Context: an optimization exercise on an open-source flow, tuned for small area. The choices shown serve that exercise and are no tape-out recipe.
Only simulation tests tie the RTL to the original design; equivalence was not proved.
Power figures rest on the tool's default switching activity, not on a simulated workload.

==> design/flow/config.mk <==
export PLATFORM = sky130hd
export DESIGN_NAME = cd_top
export DESIGN_NICKNAME = cd_top
export VERILOG_FILES = /design/flow/design.v
export SDC_FILE = /design/flow/constraint.sdc
export NUM_CORES = 4
export LEC_CHECK = 0
export ABC_AREA = 1
export CAP_MARGIN = 20
export CORE_MARGIN = 2
export CORE_UTILIZATION = 40
export CTS_BUF_LIST = sky130_fd_sc_hd__clkbuf_8
export CTS_CLUSTER_DIAMETER = 150
export CTS_CLUSTER_SIZE = 40
export SLEW_MARGIN = 20
==> design/flow/constraint.sdc <==
create_clock -name core_clock -period 25.0 [get_ports {clk_50mhz}]
set_input_delay 5.0000 -clock core_clock [delete_from_list [all_inputs] [get_ports {clk_50mhz}]]
set_output_delay 5.0000 -clock core_clock [all_outputs]
set_load 0.01 [all_outputs]
==> design/flow/run.sh <==
#!/bin/bash
# synth_recipe.tcl (not shown) runs the flow's synth.tcl, then flattens the netlist and writes it again
# the make line also repeats each setting of config.mk as NAME=value (left out here)
make -C /OpenROAD-flow-scripts/flow DESIGN_CONFIG=/design/flow/config.mk WORK_HOME=/design/flow/orfs CLKGATE_MAP_FILE= SYNTH_SCRIPT=/design/flow/synth_recipe.tcl finish
==> design/flow/design.v <==
module cd_breath
(
    input   wire            clk, rst_,
    input   wire            breath_en, tick_128hz,
    input   wire            led_chg_now,
    input   wire    [1:0]   led_mode,
    output  wire    [7:0]   led_breath
);
function gt7;
    input [6:0] a, b;
    integer i;
    reg r;
    begin
        r = 1'b0;
        for (i = 0; i < 7; i = i + 1)
            r = (a[i] & ~b[i]) | ((a[i] | ~b[i]) & r);
        gt7 = r;
    end
endfunction
reg [6:0] bc;            
reg       reload;        
reg [6:0] g [0:7];       
reg [7:0] gdown;
always @ (posedge clk) begin
    if (~rst_)
        bc <= 7'd0;
    else if (breath_en)
        bc <= bc[6] ? 7'd0 : bc + 7'd1;
end
always @ (posedge clk) begin
    if (~rst_)
        reload <= 1'b0;
    else if (tick_128hz)
        reload <= led_chg_now;
    else if (led_chg_now)
        reload <= 1'b1;
end
function [6:0] ramp_init;
    input [1:0] mode;
    input [2:0] ch;
    begin
        case (mode)
            2'b01: ramp_init = 7'd0;
            2'b11: ramp_init = (ch < 3'd3) ? 7'd0 : {1'b0, ch, 3'b000};
            2'b10: ramp_init = ch[0] ? 7'd32 : 7'd0;
            default: ramp_init = {1'b0, ch, 3'b000};
        endcase
    end
endfunction
wire       br_load = ~rst_ | (tick_128hz & reload);
wire       br_step = rst_ & tick_128hz & ~reload;
wire [1:0] br_mode = led_mode & {2{rst_}};
genvar gi;
generate
    for (gi = 0; gi < 8; gi = gi + 1) begin : g_ch
        wire at_end = gdown[gi] ? ~|g[gi] : g[gi][6];
        wire [6:0] init = ramp_init(br_mode, gi);
        reg [6:0] gn;
        reg       c;
        integer   j;
        always @ (*) begin
            c = br_step & ~at_end;
            for (j = 0; j < 7; j = j + 1) begin
                gn[j] = br_load ? init[j] : g[gi][j] ^ c;
                c = c & (g[gi][j] ^ gdown[gi]);
            end
        end
        always @ (posedge clk) begin
            g[gi] <= gn;
            gdown[gi] <= rst_ & (gdown[gi] ^ (br_step & at_end));
        end
        assign led_breath[gi] = gt7(g[gi], bc);
    end
endgenerate
endmodule
module cd_engine
(
    input   wire            clk,
    input   wire    [5:0]   ta,
    input   wire            dec,
    input   wire    [7:0]   ex, ey,
    output  reg     [18:0]  R
);
function [3:0] dbl;
    input       dec;
    input [3:0] d;
    begin
        if (dec)
            dbl = { d[3] | (d[2] & (d[1] | d[0])),
                    (d[3] & d[0]) | (d[2] & ~d[1] & ~d[0]),
                    (~d[3] & ~d[2] & d[1]) | (d[2] & d[1] & d[0]) | (d[3] & ~d[0]),
                    (~d[3] & ~d[2] & d[0]) | (d[2] & d[1] & ~d[0]) | (d[3] & ~d[0]) };
        else
            dbl = d;
    end
endfunction
function [9:0] bin2bcd8;
    input [7:0] v;
    integer i;
    reg [3:0] t0, t1, t2;
    reg [11:0] s;
    begin
        s = 12'd0;
        for (i = 7; i >= 0; i = i - 1) begin
            t0 = dbl(1'b1, s[3:0]);
            t1 = dbl(1'b1, s[7:4]);
            t2 = dbl(1'b1, s[11:8]);
            s = {t2[2:0], t1[3], t1[2:0], t0[3], t0[2:0], v[i]};
        end
        bin2bcd8 = s[9:0];
    end
endfunction
wire [11:0] xr = dec ? {2'b00, bin2bcd8(ex)} : {4'd0, ex};
wire        first = (ta == 6'd17);
reg         ybit;
always @ (*) begin
    case (ta[4:0])
        5'd17: ybit = ey[7];
        5'd18: ybit = ey[6];
        5'd19: ybit = ey[5];
        5'd20: ybit = ey[4];
        5'd21: ybit = ey[3];
        5'd22: ybit = ey[2];
        5'd23: ybit = ey[1];
        default: ybit = ey[0];
    endcase
end
wire [11:0] xa = xr & {12{ybit}};
reg [19:0] rn;
reg [3:0]  t, dd, xd, s;
reg        co, cy, c, k;
integer    di, bi;
always @ (*) begin
    co = 1'b0;
    cy = 1'b0;
    for (di = 0; di < 5; di = di + 1) begin
        t  = dbl(dec, (di == 4) ? {1'b0, R[18:16]} : R[di*4 +: 4]);
        dd = {t[2:0], co} & {4{~first}};
        co = t[3];
        xd = (di < 3) ? xa[di*4 +: 4] : 4'd0;
        c  = cy;
        for (bi = 0; bi < 4; bi = bi + 1) begin
            s[bi] = dd[bi] ^ xd[bi] ^ c;
            c = (dd[bi] & xd[bi]) | (c & (dd[bi] ^ xd[bi]));
        end
        k = c | (dec & s[3] & (s[2] | s[1]));
        rn[di*4]     = s[0];
        rn[di*4 + 1] = s[1] ^ (dec & k);
        rn[di*4 + 2] = s[2] ^ (dec & k & ~s[1]);
        rn[di*4 + 3] = s[3] ^ (dec & k & (s[2] | s[1]));
        cy = k;
    end
end
always @ (posedge clk)
    R <= rn[18:0];
endmodule
module cd_top
(
    input   wire    clk_50mhz ,
    input   wire    rst_n ,
    output  wire    [7:0]   seg_data ,
    output  wire    [5:0]   seg_cs ,
    input   wire    [7:0]   key ,
    output  wire    [7:0]   led
);
localparam [1:0] S2 = 2'b01, S3 = 2'b11, S4 = 2'b10;
wire rst_;
localparam [47:0] RUN_TABLE = {
    3'h0, 3'h0, 3'h0, 3'h0, 3'h0, 3'h0, 3'h0, 3'h0,
    3'h4, 3'h4, 3'h4, 3'h4, 3'h4, 3'h3, 3'h2, 3'h1};
function gt7;
    input [6:0] a, b;
    integer i;
    reg r;
    begin
        r = 1'b0;
        for (i = 0; i < 7; i = i + 1)
            r = (a[i] & ~b[i]) | ((a[i] | ~b[i]) & r);
        gt7 = r;
    end
endfunction
reg [5:0] ta;
reg [3:0] tb;
reg [6:0] tc;
wire ta_end = (ta[5:4] == 2'b10) & (ta[3:0] == 4'hf);      
wire tb_end = tb[3] & tb[1];                                
wire tc_end = (tc == 7'd124);
always @ (posedge clk_50mhz) begin
    if (~rst_) begin
        ta <= 6'd0;
        tb <= 4'd0;
        tc <= 7'd0;
    end
    else begin
        ta <= ta_end ? 6'd0 : ta + 6'd1;
        if (ta_end)
            tb <= tb_end ? 4'd0 : tb + 4'd1;
        tc <= tc_end ? 7'd0 : tc + 7'd1;
    end
end
wire tick_300hz = (ta == 6'd25);
wire tick_100hz = (tb == 4'd1 && ta == 6'd41) || (tb == 4'd5 && ta == 6'd25) || (tb == 4'd9 && ta == 6'd9);
wire tick_2hz   = tick_300hz && (tc == 7'd1);
wire tick_128hz = (ta[2:0] == 3'd5) && (tc == 7'd1 || tc == 7'd26 || tc == 7'd51 || tc == 7'd76 || tc == 7'd101);
wire breath_en  = (ta == 6'd26) || (ta == 6'd29) || (ta == 6'd32) || (ta == 6'd35) ||
                  (ta == 6'd38) || (ta == 6'd41) || (ta == 6'd44) || (ta == 6'd47);
reg [1:0] run_rst;
reg [2:0] run [1:7];
wire key_rst = run_rst[1] & run_rst[0];
assign rst_ = rst_n & ~key_rst;
always @ (posedge clk_50mhz) begin
    if (~rst_)
        run_rst <= 2'd0;
    else if (tick_100hz)
        run_rst <= key[0] ? 2'd0 : {run_rst[1] | run_rst[0], run_rst[1] | ~run_rst[0]};
end
genvar gi;
generate
    for (gi = 1; gi < 8; gi = gi + 1) begin : g_key
        always @ (posedge clk_50mhz) begin
            if (~rst_)
                run[gi] <= 3'd0;
            else if (tick_100hz)
                run[gi] <= RUN_TABLE[{key[gi], run[gi]}*3 +: 3];
        end
    end
endgenerate
wire [7:1] kd, kl;
generate
    for (gi = 1; gi < 8; gi = gi + 1) begin : g_kd
        assign kd[gi] = run[gi][2] | (run[gi][1] & run[gi][0]);
        assign kl[gi] = run[gi][2];
    end
endgenerate
wire [7:1] kedge = kd & ~kl;
reg [1:0] sta_current, sta_next;
reg [6:0] hold;
reg       bcd_mode;
reg [1:0] led_mode;
reg [7:0] px, py;
reg       fx0, fx1, fy0, fy1;    
wire s2 = ~sta_current[1];
wire s3 = sta_current[1] & sta_current[0];
wire s4 = sta_current[1] & ~sta_current[0];
wire auto_act  = kd[5] & kl[5] & sta_current[1];
wire auto_fire = auto_act & hold[6] & hold[5] & hold[2] & hold[0];
wire inc_x = (kedge[2] & s3) | (auto_fire & s4);
wire inc_y = (kedge[3] & s3) | (auto_fire & s4);
wire led_chg = kedge[7] & s2;
reg [1:0] n1, n2;
always @ (*) begin
    n1 = kedge[1] ? (s2 ? S3 : S2) : sta_next;
    n2 = (kedge[4] & s3) ? S4 : (kedge[4] & s4) ? S3 : n1;
end
always @ (posedge clk_50mhz) begin
    if (~rst_)
        sta_current <= S2;
    else if (tick_100hz)
        sta_current <= sta_next;
end
always @ (posedge clk_50mhz) begin
    if (~rst_) begin
        sta_next <= S2;
        hold <= 7'd0;
        bcd_mode <= 1'b0;
        led_mode <= 2'b00;
        px <= 8'd0;
        py <= 8'd0;
        fx0 <= 1'b0; fx1 <= 1'b0;
        fy0 <= 1'b0; fy1 <= 1'b0;
    end
    else if (tick_100hz) begin
        sta_next <= auto_fire ? (s3 ? S4 : S3) : n2;
        if (auto_act)
            hold <= auto_fire ? 7'd0 : hold + 7'd1;
        if (kedge[6] & sta_current[1])
            bcd_mode <= ~bcd_mode;
        if (led_chg)
            led_mode <= {led_mode[0], ~led_mode[1]};
        px <= px + {7'd0, inc_x};
        py <= py + {7'd0, inc_y};
        fx0 <= inc_x; fx1 <= fx0;
        fy0 <= inc_y; fy1 <= fy0;
    end
end
reg [2:0] seg_k;         
reg [4:0] bcd;
reg [2:0] nk;
always @ (*) begin
    case (seg_k)
        3'b000: nk = 3'b001;
        3'b001: nk = 3'b010;
        3'b010: nk = 3'b100;
        3'b100: nk = 3'b101;
        3'b101: nk = 3'b110;
        default: nk = 3'b000;
    endcase
end
wire       hi = nk[2];
function [7:0] sub012;
    input [7:0] v;
    input       n1, n0;
    integer i;
    reg b;
    begin
        sub012[0] = v[0] ^ n0;
        b = (~v[0] & n0) | n1;
        for (i = 1; i < 8; i = i + 1) begin
            sub012[i] = v[i] ^ b;
            b = ~v[i] & b;
        end
    end
endfunction
wire old_in = (tb != 4'd5);
wire [7:0] mx = sub012(px, fx0 & fx1 & old_in, fx0 ^ (fx1 & old_in));
wire [7:0] my = sub012(py, fy0 & fy1 & old_in, fy0 ^ (fy1 & old_in));
wire [7:0] ex = s4 ? mx : (hi ? px : py);
wire [7:0] ey = s4 ? my : 8'd1;
wire [18:0] R;
cd_engine u_eng (.clk(clk_50mhz), .ta(ta), .dec(bcd_mode), .ex(ex), .ey(ey), .R(R));
reg [4:0] code;
always @ (*) begin
    if (s2)
        case (nk)
            3'b000: code = 5'h8;
            3'b001: code = 5'h1;
            3'b010: code = 5'h0;
            3'b100: code = 5'h4;
            default: code = 5'h3;
        endcase
    else if (~s4)
        case ({bcd_mode, nk[1:0]})
            3'b000, 3'b100: code = {1'b0, R[3:0]};
            3'b001, 3'b101: code = {1'b0, R[7:4]};
            3'b110:         code = {1'b0, R[11:8]};
            default:        code = 5'h10;
        endcase
    else
        case ({bcd_mode, nk})
            4'b0000, 4'b1000: code = {1'b0, R[3:0]};
            4'b0001, 4'b1001: code = {1'b0, R[7:4]};
            4'b0010, 4'b1010: code = {1'b0, R[11:8]};
            4'b0100, 4'b1100: code = {1'b0, R[15:12]};
            4'b1101:          code = {2'b00, R[18:16]};
            default:          code = 5'h10;
        endcase
end
always @ (posedge clk_50mhz) begin
    if (~rst_) begin
        seg_k <= 3'b111;
        bcd <= 5'h10;
    end
    else if (tick_300hz) begin
        seg_k <= nk;
        bcd <= code;
    end
end
reg [5:0] cs;
always @ (*) begin
    case (seg_k)
        3'b000: cs = 6'b011111;
        3'b001: cs = 6'b101111;
        3'b010: cs = 6'b110111;
        3'b100: cs = 6'b111011;
        3'b101: cs = 6'b111101;
        3'b110: cs = 6'b111110;
        default: cs = 6'b111111;
    endcase
end
assign seg_cs = cs;
localparam [255:0] SEG_TABLE = {
    8'b1111_1111, 8'b1111_1111, 8'b1111_1111, 8'b1111_1111,
    8'b1111_1111, 8'b1111_1111, 8'b1111_1111, 8'b1111_1111,
    8'b1111_1111, 8'b1111_1111, 8'b1111_1111, 8'b1111_1111,
    8'b1111_1111, 8'b1111_1111, 8'b1111_1111, 8'b1111_1111,
    8'b1000_1110, 8'b1000_0110, 8'b1010_0001, 8'b1100_0110,
    8'b1000_0011, 8'b1000_1000, 8'b1001_0000, 8'b1000_0000,
    8'b1111_1000, 8'b1000_0010, 8'b1001_0010, 8'b1001_1001,
    8'b1011_0000, 8'b1010_0100, 8'b1111_1001, 8'b1100_0000};
wire [7:0] seg_code = SEG_TABLE[bcd*8 +: 8];
assign seg_data = seg_code;
reg       flow_blank;
reg [2:0] flow_pos;      
always @ (posedge clk_50mhz) begin
    if (~rst_) begin
        flow_blank <= 1'b1;
        flow_pos <= 3'd7;
    end
    else if (tick_2hz && s2) begin
        flow_blank <= 1'b0;
        flow_pos <= flow_pos + 3'd1;
    end
    else if (tick_2hz && s3) begin
        flow_blank <= 1'b1;
    end
end
wire [7:0] led_flow = ~(8'h80 >> flow_pos) | {8{flow_blank}};
wire [7:0] led_breath;
cd_breath u_br (.clk(clk_50mhz), .rst_(rst_), .breath_en(breath_en), .tick_128hz(tick_128hz),
                .led_chg_now(tick_100hz & led_chg), .led_mode(led_mode), .led_breath(led_breath));
assign led = s2 ? ((led_mode == 2'b00) ? led_flow : led_breath) : 8'hff;
endmodule
==> impl_metrics.yaml, run 1 <==
run_status:
  status: "complete, no violations"
cts:
  cts-htree-levels: 4
  clockBufferDepth: 2
  cts-hold-fix-buffers: 0
  insertion_delay_ps: 490
  cts_buffers: 17
  cts_setup_buffers: 0
  tritoncts: "done"
  clk_pin_slew_ps: 90
  numClockSinks: 177
  cts_resized: 0
  clockRootBuffer: "clkbuf_8"
setup_path:
  reg2reg_to: "u_eng.R[18]$_DFF_P_"
  endpoint: "u_eng.R[18]$_DFF_P_"
  crit_required_ps: 25380
  slowest_stage: "fa_1"
  path_depth: 67
  worst_r2r_startpoint: "tb[1]$_SDFFE_PN0P_"
  crit_path_start: "tb[1]$_SDFFE_PN0P_"
  r2r_cells: 67
  path_buf_inv: 8
  cpPeakStageDelay_ps: 510
  endpoint_kind: "register"
  worstPathArrival_ps: 11520
  crit_family: "adder cells"
  crit_path_start_kind: "register"
  r2r_slack_ps: 13850
  critPathMaxFanout: 5
  worst_path_most_repeated_cell: "ha_1"
  worstSetupPathType: "reg2reg"
global_route:
  grt_pass1_wl_um: 50700
  grt_use_total: 0.199
  grt_pass1_vias: 10500
  overflow: 0
  antenna_found_initial: 0
  grt_max_degree: 51
cells_and_area:
  nFillCells: 3002
  multi_input_area_um2: 7090
  drive_gt1_frac: 0.0650
  seq_area_um2: 3540
  num_antenna_cells: 0
  layout.nets: 1835
  finalNonFillerCells: 2145
  syn2layout_area_growth_pct: 8.46
  layout.cells.most_common: "nand2_1"
  final_cell_mix: "307 x nand2_1, 242 x inv_1, 177 x dfxtp_1"
power_and_ir_drop:
  netSwitchingFraction: 0.252
  pwr-share-seq: 0.562
  p_switching_uw: 129
  p_int_uw: 381
  vdd_drop_max_mv: 0.0294
  pwr-share-clk: 0.397
  p_leak_uw: 0.00509
  power.density_nw_per_um2: 39.6
  combPwrFrac: 0.041
die:
  die-area_um2: 31000
  initial_core_util: 0.403
  die_w_um: 176
  rows: 63
  die_h_um: 176
  io_pins: 32
  core_um2: 29400
timing:
  rsz0062_at_grt: "no"
  max_freq_mhz: 89.7
  period_share: 0.446
  setup_viol: 0
  slew_headroom: 0.299
  setup_tns_ps: 0
  fin_ws_ps: 13850
  skew_ps: 23.9
  maxSlewViolCount: 0
  post-route-min-period_ps: 11150
  worstMarginPinSlew_ps: 1050
  hold_viol: 0
detailed_routing:
  wirelength_um: 30000
  via_per_inst: 5.26
  first_pass_iters: 5
  num_vias: 11300
  route.detailed.drc: 0
  drtIter0Drc: 862
  routedWlPerCell_um: 14.0
  postRouteAntennaNets: 0
yosys:
  synth_area_leader_cell: "dfxtp_1"
  synth-seq-cells: 177
  ys_types: 59
  yosys_warnings: 5
  synth_top_area_share: 0.299
  synth_area_leaders: "dfxtp_1 30%, nand2_1 9.8%, ha_1 7.8%"
  ys_seq_area_frac: 0.299
  avgSynthCellArea_um2: 6.82
  synth_area_um2: 11900
  synth_cells: 1739
  async_flop_share: 0
  synth-edff-count: 0
  synth_ff_type: "dfxtp_1"
  synth_nets: 1831
worst_hold_path:
  hp-class: "reg2reg"
  min_from: "hold[6]$_SDFFE_PN0P_"
placement:
  portBuffers: 30
  place_congestion: 0.816
  dp_slack_ps: 13830
  dp_hpwl_um: 21300
  dp_cells: 2114
run:
  maxCapViolCount: 0
[worst register-to-register path, delay by kind of cell (launching register included)]
| kind | cells | cell delay [ps] |
|---|---|---|
| simple gates | 27 | 3240 |
| buf+inv | 8 | 460 |
| xor+xnor | 1 | 140 |
| compound gates | 4 | 360 |
| fa+ha+maj | 27 | 6490 |
| flops | 1 | 400 |
[per-layer routing]
metal	GRT usage	vias to the layer above	wire, um
li1	-	5859	-
met1	0.273	5134	14700
met2	0.326	255	13300
met3	0.0329	32	1580
met4	0.0458	0	378
met5	0	-	0
[how the worst min path moves through the flow]
stage | endpoint | slack (ps) | cells past startpoint
floorplan | hold[6]$_SDFFE_PN0P_ | 420 | 1
CTS | hold[6]$_SDFFE_PN0P_ | 470 | 1
global placement | hold[6]$_SDFFE_PN0P_ | 430 | 1
global route | ta[0]$_SDFF_PP0_ | 500 | 1
finish | hold[6]$_SDFFE_PN0P_ | 460 | 1
detailed placement | sta_next[0]$_SDFFE_PN1P_ | 450 | 2
[through the flow]
stage	hold WS [ps]	utilization	power (uW)	cell area (um^2)
2_1_floorplan	423	-	307	11900
3_3_place_gp	434	0.424	314	12500
3_5_place_dp	448	0.424	314	12500
4_1_cts	466	0.437	516	12900
5_1_grt	499	0.437	531	12900
6_report	461	0.437	510	12900
[cells by family (layout without fill, tap and decap cells)]
kind of cell / count (synthesis) / count (layout) / synth area share
AOI/OAI and AO/OA: 470 / 470 / 0.230
DFF: 177 / 177 / 0.299
buffers and inverters: 314 / 330 / 0.104
other: 1 / 1 / 0.000316
adders and majority gates: 82 / 82 / 0.0916
xor gates and xnor gates: 26 / 26 / 0.0192
and+or+nand+nor: 669 / 669 / 0.256
[layout make-up]
class	instances	share of cell area
Multi-Input combinational cell	1248	0.551
Clock inverter	10	0.00798
Timing Repair Buffer	40	0.0292
Sequential cell	177	0.276
Clock buffer	21	0.0225
Tap cell	390	0.0379
Inverter	259	0.0759
[state kept, by name, summed over array words and instances (netlist names), 2 cells and up]
signal,count
seg_k,3
px,8
ta,6
tb,4
flow_pos,3
led_mode,2
run,21
u_br.bc,7
u_eng.R,19
tc,7
run_rst,2
u_br.g,56
bcd,5
hold,7
sta_current,2
u_br.gdown,8
py,8
sta_next,2
[synth_stat cells, types with 10 or more instances]
cell / n
inv_2: 11
nand3_2: 11
dfxtp_1: 177
nand2_2: 17
o211ai_1: 28
ha_1: 74
o21a_1: 10
o22ai_1: 11
nor3_1: 30
a211oi_1: 11
nand2_1: 308
clkbuf_1: 37
inv_1: 241
xor2_1: 21
nand4_1: 17
a21oi_1: 160
nor2_1: 141
o21ai_0: 168
o21ai_1: 14
nand3_1: 98
o221ai_1: 27
[power groups by stage]
| stage | registers [uW] | clock network [uW] | logic (uW) |
|---|---|---|---|
| after CTS | 287 | 208 | 20.9 |
| after global routing | 287 | 220 | 23.9 |
| after floorplan | 292 | 0 | 14.5 |
| after detailed placement | 293 | 0 | 20.9 |
| after global placement | 293 | 0 | 20.7 |
| final | 287 | 202 | 20.9 |
==> run 2, diff against run 1 <==
--- a/design/flow/config.mk
+++ b/design/flow/config.mk
@@ -10,6 +10,3 @@
 export CORE_MARGIN = 2
 export CORE_UTILIZATION = 40
-export CTS_BUF_LIST = sky130_fd_sc_hd__clkbuf_8
-export CTS_CLUSTER_DIAMETER = 150
-export CTS_CLUSTER_SIZE = 40
 export SLEW_MARGIN = 20
==> run 2 against run 1 <==
Compared with the run above: critical endpoint unchanged; fmax grew 0.13%; sequential share of layout area shrank 0.40 points; design area grew 1.5%; area after synthesis is the same; first-iteration DRC count grew 1.2%; via count shrank 0.37%; register-to-register slack is essentially flat; clock skew shrank 8.6 ps; global-route usage grew 0.050 points; sequential power is essentially flat; final cell count is the same.
==> impl_metrics.yaml, run 2 <==
setup_path:
  cpPeakStageDelay_ps: 510
  critPathMaxFanout: 5
  crit_required_ps: 25320
  crit_path_start_kind: "register"
  worstPathArrival_ps: 11460
  endpoint_kind: "register"
  worstSetupPathType: "reg2reg"
  worst_path_most_repeated_cell: "ha_1"
  slowest_stage: "fa_1"
timing:
  max_freq_mhz: 89.8
  worstMarginPinSlew_ps: 1070
  slew_headroom: 0.285
  setup_tns_ps: 0
  setup_viol: 0
  skew_ps: 15.4
  period_share: 0.445
  maxSlewViolCount: 0
  post-route-min-period_ps: 11130
  rsz0062_at_grt: "no"
  hold_viol: 0
cells_and_area:
  largest_reg_flops: 56
  layout.cells.most_common: "nand2_1"
  num_antenna_cells: 0
  drive_gt1_frac: 0.0650
  nFillCells: 2985
  syn2layout_area_growth_pct: 10.1
  final_cell_mix: "307 x nand2_1, 241 x inv_1, 177 x dfxtp_1"
  layout.nets: 1835
  max_flop_register: "u_br.g"
  final_cell_area_um2: 13100
  top_regs: "u_br.g x56, run x21, u_eng.R x19"
cts:
  cts_setup_buffers: 0
  cts_buffers: 17
  cts_resized: 0
  insertion_delay_ps: 440
  cts-hold-fix-buffers: 0
  tritoncts: "done"
  clockBufferDepth: 2
  clockRootBuffer: "clkbuf_16"
  numClockSinks: 177
  cts-htree-levels: 4
  clk_pin_slew_ps: 70
yosys:
  synth-edff-count: 0
  synth_top_area_share: 0.299
  synth_cells: 1739
  ys_seq_area_frac: 0.299
  synth_ff_type: "dfxtp_1"
  ys_types: 59
  yosysMostFrequentCell: "nand2_1"
  synth_nets: 1831
  synth_area_leader_cell: "dfxtp_1"
  yosys_warnings: 5
  synth_area_leaders: "dfxtp_1 30%, nand2_1 9.8%, ha_1 7.8%"
  avgSynthCellArea_um2: 6.82
  synth-seq-cells: 177
  async_flop_share: 0
  synth_common_cells: "308 x nand2_1, 241 x inv_1, 177 x dfxtp_1, 168 x o21ai_0, 160 x a21oi_1"
  synth_area_um2: 11900
power_and_ir_drop:
  p_total_uw: 577
  vdd_drop_max_mv: 0.0450
  power.density_nw_per_um2: 44.2
  p_leak_uw: 0.00517
die:
  rows: 63
  core_um2: 29400
  die-area_um2: 31000
  initial_core_util: 0.403
  io_pins: 32
  die_w_um: 176
  die_h_um: 176
detailed_routing:
  first_pass_iters: 5
  num_vias: 11200
  route.detailed.drc: 0
  wirelength_um: 30100
  postRouteAntennaNets: 0
  via_per_inst: 5.24
  drtIter0Drc: 872
  routedWlPerCell_um: 14.0
run:
  maxCapViolCount: 0
worst_hold_path:
  hp-class: "reg2reg"
global_route:
  antenna_found_initial: 0
  overflow: 0
  grt_pass1_vias: 10500
  grt_pass1_wl_um: 50800
  grt_max_degree: 51
  grt_use_total: 0.199
placement:
  dp_hpwl_um: 21300
  placed_cell_area_um2: 12500
  portBuffers: 30
  place_congestion: 0.816
run_status:
  status: "complete, no violations"
run 2: area by class of cell:
class                      instances  area, um^2  share of cell area
sequential                       177        3540               0.271
clock inverter                     9        98.8             0.00757
multi-input combinational       1248        7090               0.543
timing repair buffer              40         375              0.0288
inverter                         259         976              0.0748
tap                              390         488              0.0374
clock buffer                      22         484              0.0371
run 2: logic make-up (layout without fill, tap and decap cells):
logic type / Yosys count / after routing / share of synthesized area
and+or+nand+nor: 669 / 669 / 0.256
AOI/OAI and AO/OA: 470 / 470 / 0.230
buffers and inverters: 314 / 330 / 0.104
DFF: 177 / 177 / 0.299
adders and majority gates: 82 / 82 / 0.0916
xor gates and xnor gates: 26 / 26 / 0.0192
other: 1 / 1 / 0.000316
run 2: layer usage:
metal / GRT usage / vias up / part of all wire / routed length, um
met5: 0 / - / 0 / 0
met4: 0.0475 / 0 / 0.012 / 372
met3: 0.0336 / 27 / 0.047 / 1420
met2: 0.325 / 225 / 0.45 / 13500
met1: 0.274 / 5114 / 0.49 / 14800
li1: - / 5872 / - / -
run 2: worst max-delay path, delay by kind of cell (launching register included):
kind | cells | cell delay (ps)
fa+ha+maj | 27 | 6480
simple gates | 27 | 3220
buf+inv | 8 | 450
flops | 1 | 390
compound gates | 4 | 360
xor+xnor | 1 | 140
run 2: metrics by stage:
stage | setup WS (ps) | util | std cells | hold slack (ps)
floorplan | 14710 | - | 1739 | 423
global placement | 14190 | 0.424 | 2114 | 434
detailed placement | 13830 | 0.424 | 2114 | 448
CTS | 13830 | 0.444 | 2145 | 461
global route | 13030 | 0.444 | 2145 | 492
finish | 13870 | 0.444 | 2145 | 457
run 2: final timing paths:
kind	start	end	slack [ps]	cells past startpoint
worst max-delay path	tb[1]$_SDFFE_PN0P_	u_eng.R[18]$_DFF_P_	13870	67
worst min-delay path	hold[6]$_SDFFE_PN0P_	hold[6]$_SDFFE_PN0P_	460	1
worst max register to register	tb[1]$_SDFFE_PN0P_	u_eng.R[18]$_DFF_P_	13870	67
worst min register to register	hold[6]$_SDFFE_PN0P_	hold[6]$_SDFFE_PN0P_	460	1
run 2: power breakdown:
part	total (uW)	switching (uW)	leakage (uW)	internal, uW
registers	287	2.63	0.00143	284
logic	20.9	13.8	0.00346	7.12
clock network	270	121	0.000277	149
total	577	137	0.00517	440

separate check: timing with driven ports:
How much do the figures lean on ideal ports? The routed layouts below were timed once more, with nothing changed but the port constraints. Step 1 assumes that a clkbuf_16 drives the clock port and a buf_2 every other input. Step 2, shift: input delay + t, output delay - t, t = (earliest + latest rising clock arrival at the registers) / 2. This alone moves slack from input paths to output paths. Slacks: no drivers / after step 1 / after step 2; pairs: no drivers / after step 1.
run	t, ns	setup WS [ns]	worst slew at a driven data input, ns
run 1	0.518	13.851 / 13.851 / 13.851	0.03
run 2	0.481	13.866 / 13.866 / 13.866	0.03
After both steps setup and hold are still met in every run listed.
